Context: an optimization exercise on an open-source flow, tuned for small area, a short achievable clock period and few clock cycles per item. The choices shown serve that exercise and are no tape-out recipe. In this exercise RTL edits were held to simulation tests only and were not proved equivalent to the original. Power figures rest on the tool's default switching activity, not on a simulated workload.

== run C ==
==> flow/design.v <==
module display (
    input  logic [3:0] data,
    output logic [6:0] segments
);
    always_comb begin
        case (data)
            4'b0000: segments = 7'b1111110;  
            4'b0001: segments = 7'b0110000;  
            4'b0010: segments = 7'b1101101;  
            4'b0011: segments = 7'b1111001;  
            4'b0100: segments = 7'b0110011;  
            4'b0101: segments = 7'b1011011;  
            4'b0110: segments = 7'b1011111;  
            4'b0111: segments = 7'b1110000;  
            4'b1000: segments = 7'b1111111;  
            4'b1001: segments = 7'b1110011;  
            default: segments = 7'b0000000;
        endcase
    end
endmodule
module control (
    input  logic [2:0]  position,
    input  logic [3:0]  digit,
    input  logic        clock,
    input  logic        reset,
    output logic [63:0] segments_out
);
    logic [6:0] seg_in;
    logic [6:0] seg [8];
    display dec (.data(digit), .segments(seg_in));
    always_ff @(posedge clock or posedge reset) begin
        if (reset) begin
            for (int i = 0; i < 8; i++) seg[i] <= 7'b1111110;  
        end else begin
            seg[position] <= seg_in;
        end
    end
    always_comb begin
        for (int i = 0; i < 8; i++) segments_out[8*i +: 8] = {seg[i], 1'b0};
    end
endmodule
module calculadora (
    input  logic [3:0]  cmd,
    input  logic        clock,
    input  logic        reset,
    output logic [1:0]  status,
    output logic [3:0]  data,
    output logic [2:0]  position,
    output logic [31:0] result
);
    localparam logic [3:0] CMD_RES = 4'b1110, CMD_CLR = 4'b1111;
    logic s_idle, s_ina, s_op, s_inb, s_done, s_err;
    logic n_idle, n_ina, n_op, n_inb, n_done, n_err;
    logic [26:0] x;        
    logic [31:0] vs, vc;   
    logic        mul, add, sub;       
    logic        n_mul, n_add, n_sub;
    logic        m_mul;    
    logic        m_as;     
    logic        b_add;    
    logic        b_sub;    
    logic        inv_a;    
    logic [31:0] acc;      
    logic        sat_r;    
    logic [3:0]  data_r;
    logic [2:0]  pos_r;
    wire is_dig = (cmd <= 4'd9);
    wire is_op  = (cmd == 4'd10) || (cmd == 4'd11) || (cmd == 4'd12);
    wire is_res = (cmd == CMD_RES);
    wire is_clr = (cmd == CMD_CLR);
    wire full   = (pos_r == 3'd7);    
    wire in_num = s_ina | s_inb;
    always_comb begin
        {n_idle, n_ina, n_op, n_inb, n_done, n_err} = {s_idle, s_ina, s_op, s_inb, s_done, s_err};
        if (s_idle) begin
            if (is_dig) begin n_idle = 1'b0; n_ina = 1'b1; end
        end
        if (s_ina) begin
            if (is_op) begin n_ina = 1'b0; n_op = 1'b1; end
            else if (is_dig & full) begin n_ina = 1'b0; n_err = 1'b1; end
            else if (is_clr) begin n_ina = 1'b0; n_idle = 1'b1; end
        end
        if (s_op) begin
            if (is_dig) begin n_op = 1'b0; n_inb = 1'b1; end
            else if (is_clr) begin n_op = 1'b0; n_idle = 1'b1; end
            else if (is_res) begin n_op = 1'b0; n_err = 1'b1; end
        end
        if (s_inb) begin
            if (is_res) begin n_inb = 1'b0; n_done = 1'b1; end
            else if (is_dig & full) begin n_inb = 1'b0; n_err = 1'b1; end
            else if (is_clr) begin n_inb = 1'b0; n_op = 1'b1; end
        end
        if (s_done) begin
            if (is_clr | is_dig) begin n_done = 1'b0; n_idle = 1'b1; end
        end
        if (s_err) begin
            if (is_clr) begin n_err = 1'b0; n_idle = 1'b1; end
        end
        {n_mul, n_add, n_sub} = {mul, add, sub};
        if ((s_ina | s_op) & is_op) begin
            n_mul = (cmd == 4'd12);
            n_add = (cmd == 4'd10);
            n_sub = (cmd == 4'd11);
        end
    end
    wire [31:0] a32 = {5'd0, x};
    wire [31:0] hs  = vs;
    wire [31:0] hc  = vc;
    wire        v_clr = n_idle | n_op;
    wire [2:0]  lo1 = m_mul ? {2'b00, cmd[1] & cmd[0]}                
                          : (cmd[3] ? {2'b11, cmd[0]} : cmd[2:0]);
    wire [2:0]  lo3 = (b_add | b_sub) ? {cmd[3], ~cmd[3], 1'b0}
                    : m_mul ? 3'd0 : {1'b0, cmd[3], 1'b0};
    wire [31:0] u1 = {hs[28:0], lo1};
    wire [31:0] u2 = {hs[30:0], 1'b0};
    wire [31:0] u3 = {hc[28:0], lo3};
    wire [31:0] u4 = {hc[30:0], 1'b0};
    wire        sel8 = cmd[3] | (cmd[2] & cmd[1] & cmd[0]);
    wire        sel4 = ~cmd[3] & (cmd[2] ^ (cmd[1] & cmd[0]));
    wire [31:0] u5 = m_mul ? (sel8 ? {a32[28:0], 3'b000} : sel4 ? {a32[29:0], 2'b00} : 32'd0)
                   : b_add ? ~{a32[28:0], 3'b000}
                   : b_sub ? {a32[28:0], 3'b111}
                   : 32'd0;
    logic [31:0] u6;
    always_comb begin
        if (m_as) u6 = a32 ^ {32{inv_a}};
        else if (!m_mul) u6 = 32'd0;
        else case (cmd[1:0])
            2'd0: u6 = 32'd0;
            2'd1: u6 = a32;
            2'd2: u6 = {a32[30:0], 1'b0};
            2'd3: u6 = ~a32;
        endcase
    end
    function automatic logic [63:0] csa(input logic [31:0] a, b, c);
        logic [31:0] s, cy;
        s  = a ^ b ^ c;
        cy = (a & b) | (a & c) | (b & c);
        csa = {s, cy[30:0], 1'b0};
    endfunction
    wire [63:0] l1 = csa(u1, u2, u3);
    wire [63:0] l2 = csa(l1[63:32], l1[31:0], u4);
    wire [63:0] l3a = csa(l2[63:32], l2[31:0], u6);
    wire [63:0] l3 = csa(l3a[63:32], l3a[31:0], u5);
    wire [31:0] r = vs + vc;
    always_ff @(posedge clock) begin
        if (s_ina) x <= r[26:0];
        {mul, add, sub} <= {n_mul, n_add, n_sub};
    end
    always_ff @(posedge clock or posedge reset) begin
        if (reset) begin
            s_idle <= 1'b1; s_ina <= 1'b0; s_op <= 1'b0;
            s_inb  <= 1'b0; s_done <= 1'b0; s_err <= 1'b0;
            vs     <= 32'd0; vc <= 32'd0;
            m_mul  <= 1'b0; m_as <= 1'b0;
            b_add  <= 1'b0; b_sub <= 1'b0; inv_a <= 1'b0;
            acc    <= 32'd0;
            sat_r  <= 1'b0;
            data_r <= 4'd0;
            pos_r  <= 3'd0;
        end else begin
            {s_idle, s_ina, s_op, s_inb, s_done, s_err} <= {n_idle, n_ina, n_op, n_inb, n_done, n_err};
            if (v_clr) begin
                vs <= 32'd0;
                vc <= 32'd0;
            end else if (is_dig & (s_idle | s_ina | s_op | s_inb)) begin
                vs <= l3[63:32];
                vc <= l3[31:0];
            end
            m_mul <= (n_op | n_inb) & n_mul;
            m_as  <= (n_op | n_inb) & ~n_mul;
            b_add <= n_inb & n_add;
            b_sub <= n_inb & n_sub;
            inv_a <= (n_inb & n_add) | (n_op & n_sub);
            if (s_inb & is_res) begin
                acc   <= r ^ {32{sub}};
                sat_r <= sub & ~r[27];
            end
            if (is_dig & (s_idle | s_op)) begin
                data_r <= cmd; pos_r <= 3'd0;
            end else if (is_dig & in_num & ~full) begin
                data_r <= cmd; pos_r <= pos_r + 3'd1;
            end else if (is_op & s_ina) begin
                data_r <= CMD_CLR; pos_r <= 3'd0;
            end else if (is_op & s_op) begin
                data_r <= cmd; pos_r <= 3'd0;
            end else if (is_clr & s_ina) begin
                pos_r <= 3'd0;
            end else if (is_clr & (s_op | s_inb | s_done | s_err)) begin
                data_r <= CMD_CLR; pos_r <= 3'd0;
            end
        end
    end
    assign status   = {s_err, 1'b0};
    assign data     = data_r;
    assign position = pos_r;
    assign result   = acc | {32{sat_r}};
endmodule
module calculadora_top (
    input logic clock,      
    input logic reset,      
    input logic [3:0] cmd,  
    output logic [1:0] status,
    output logic [3:0] data,
    output logic [3:0] position,
    output logic [63:0] segments,
    output logic [31:0] result
);
    logic [2:0] pos3;
    calculadora dut_calculadora (
        .clock(clock),
        .reset(reset),
        .cmd(cmd),
        .status(status),
        .data(data),
        .position(pos3),
        .result(result)
    );
    control dut_control (
        .clock(clock),
        .reset(reset),
        .position(pos3),
        .digit(data),
        .segments_out(segments)
    );
    assign position = {1'b0, pos3};
endmodule
==> flow/config.mk <==
export PLATFORM = sky130hd
export DESIGN_NAME = calculadora_top
export DESIGN_NICKNAME = calculadora_top
export VERILOG_FILES = /design/flow/design.v
export SDC_FILE = /design/flow/constraint.sdc
export NUM_CORES = 4
export LEC_CHECK = 0
export CAP_MARGIN = 20
export CORE_MARGIN = 2
export CORE_UTILIZATION = 50
export PLACE_DENSITY = 0.75
export SETUP_SLACK_MARGIN = 2.1
export SLEW_MARGIN = 20
==> flow/constraint.sdc <==
create_clock -name core_clock -period 5.0 [get_ports {clock}]
set_input_delay 1.0000 -clock core_clock [delete_from_list [all_inputs] [get_ports {clock}]]
set_output_delay 1.0000 -clock core_clock [all_outputs]
set_load 0.01 [all_outputs]
standard.sh (not shown) runs the stock make flow with config.mk's settings and CLKGATE_MAP_FILE= SYNTH_SCRIPT=/design/flow/synth_recipe.tcl, a recipe that flattens the netlist after the stock synthesis.
==> flow/flow/run.sh <==
#!/bin/bash
# The standard layout (standard.sh, unchanged synthesis), with the port
# buffers made of a plain buffer cell instead of the one buffer_ports picks.
set -uo pipefail
export BUFFER_PORTS_ARGS="-buffer_cell sky130_fd_sc_hd__buf_1"
bash standard.sh > standard.log 2>&1
Testbench counts of run C, summed over its fixed seeds: cycles 18,612, ops 1,600.
The following lists how run X was set up differently from run C:
# run C
export LEC_CHECK = 0
export CAP_MARGIN = 20
export CORE_MARGIN = 2
export CORE_UTILIZATION = 50
export PLACE_DENSITY = 0.75
export SETUP_SLACK_MARGIN = 2.1
export SLEW_MARGIN = 20
create_clock -name core_clock -period 5.0 [get_ports {clock}]
# run X
export LEC_CHECK = 0
export CAP_MARGIN = 20
export CORE_MARGIN = 2
export CORE_UTILIZATION = 40
export PLACE_DENSITY = 0.6
export SETUP_SLACK_MARGIN = 2.1
export SLEW_MARGIN = 20
create_clock -name core_clock -period 5.0 [get_ports {clock}]
### Flow results
- Relative to run C, length of routed met3 wiring decreased by about 16% in run X.
- Run C → run X: total routed wirelength now larger; total power comparable; global-route wire length before repair now larger.
- Of the two values seen for capture point of the critical path, dut_calculadora.sat_r$_DFFE_PP0P_ was produced by run X and dut_calculadora.acc[15]$_DFFE_PP0P_ by run C.

## re-timing with driven ports
How much do the figures lean on ideal ports? The routed layouts below were timed once more, with nothing changed but the port constraints. Step 1 (the two cells are an assumption about what drives the block):
set clk [get_ports {clock}]
set_driving_cell -lib_cell sky130_fd_sc_hd__clkbuf_16 $clk
set_driving_cell -lib_cell sky130_fd_sc_hd__buf_2 [delete_from_list [all_inputs] $clk]
Step 2 moves the port delays by t, midway between the first and last clock arrival at a register: inputs arrive t later, outputs are due t later. That takes back most of the time a late clock gives input paths. Slacks: no drivers / after step 1 / after step 2; pairs: no drivers / after step 1.
| run | shift t [ns] | setup slack, ns | clock arrival spread, ns | slew at the worst register clock pin (ns) | cell pins on the clock port's net |
|---|---|---|---|---|---|
| run C | 0.503 | 1.934 / 1.934 / 1.525 | 0.017 / 0.018 | 0.10 / 0.10 | 1 |
| run X | 0.518 | 1.934 / 1.934 / 1.499 | 0.012 / 0.012 | 0.09 / 0.09 | 1 |
After both steps setup and hold are still met in every run listed. For run X, which loses most, drivers alone change the setup slack by 0.000 ns; drivers and shift together by -0.435 ns.
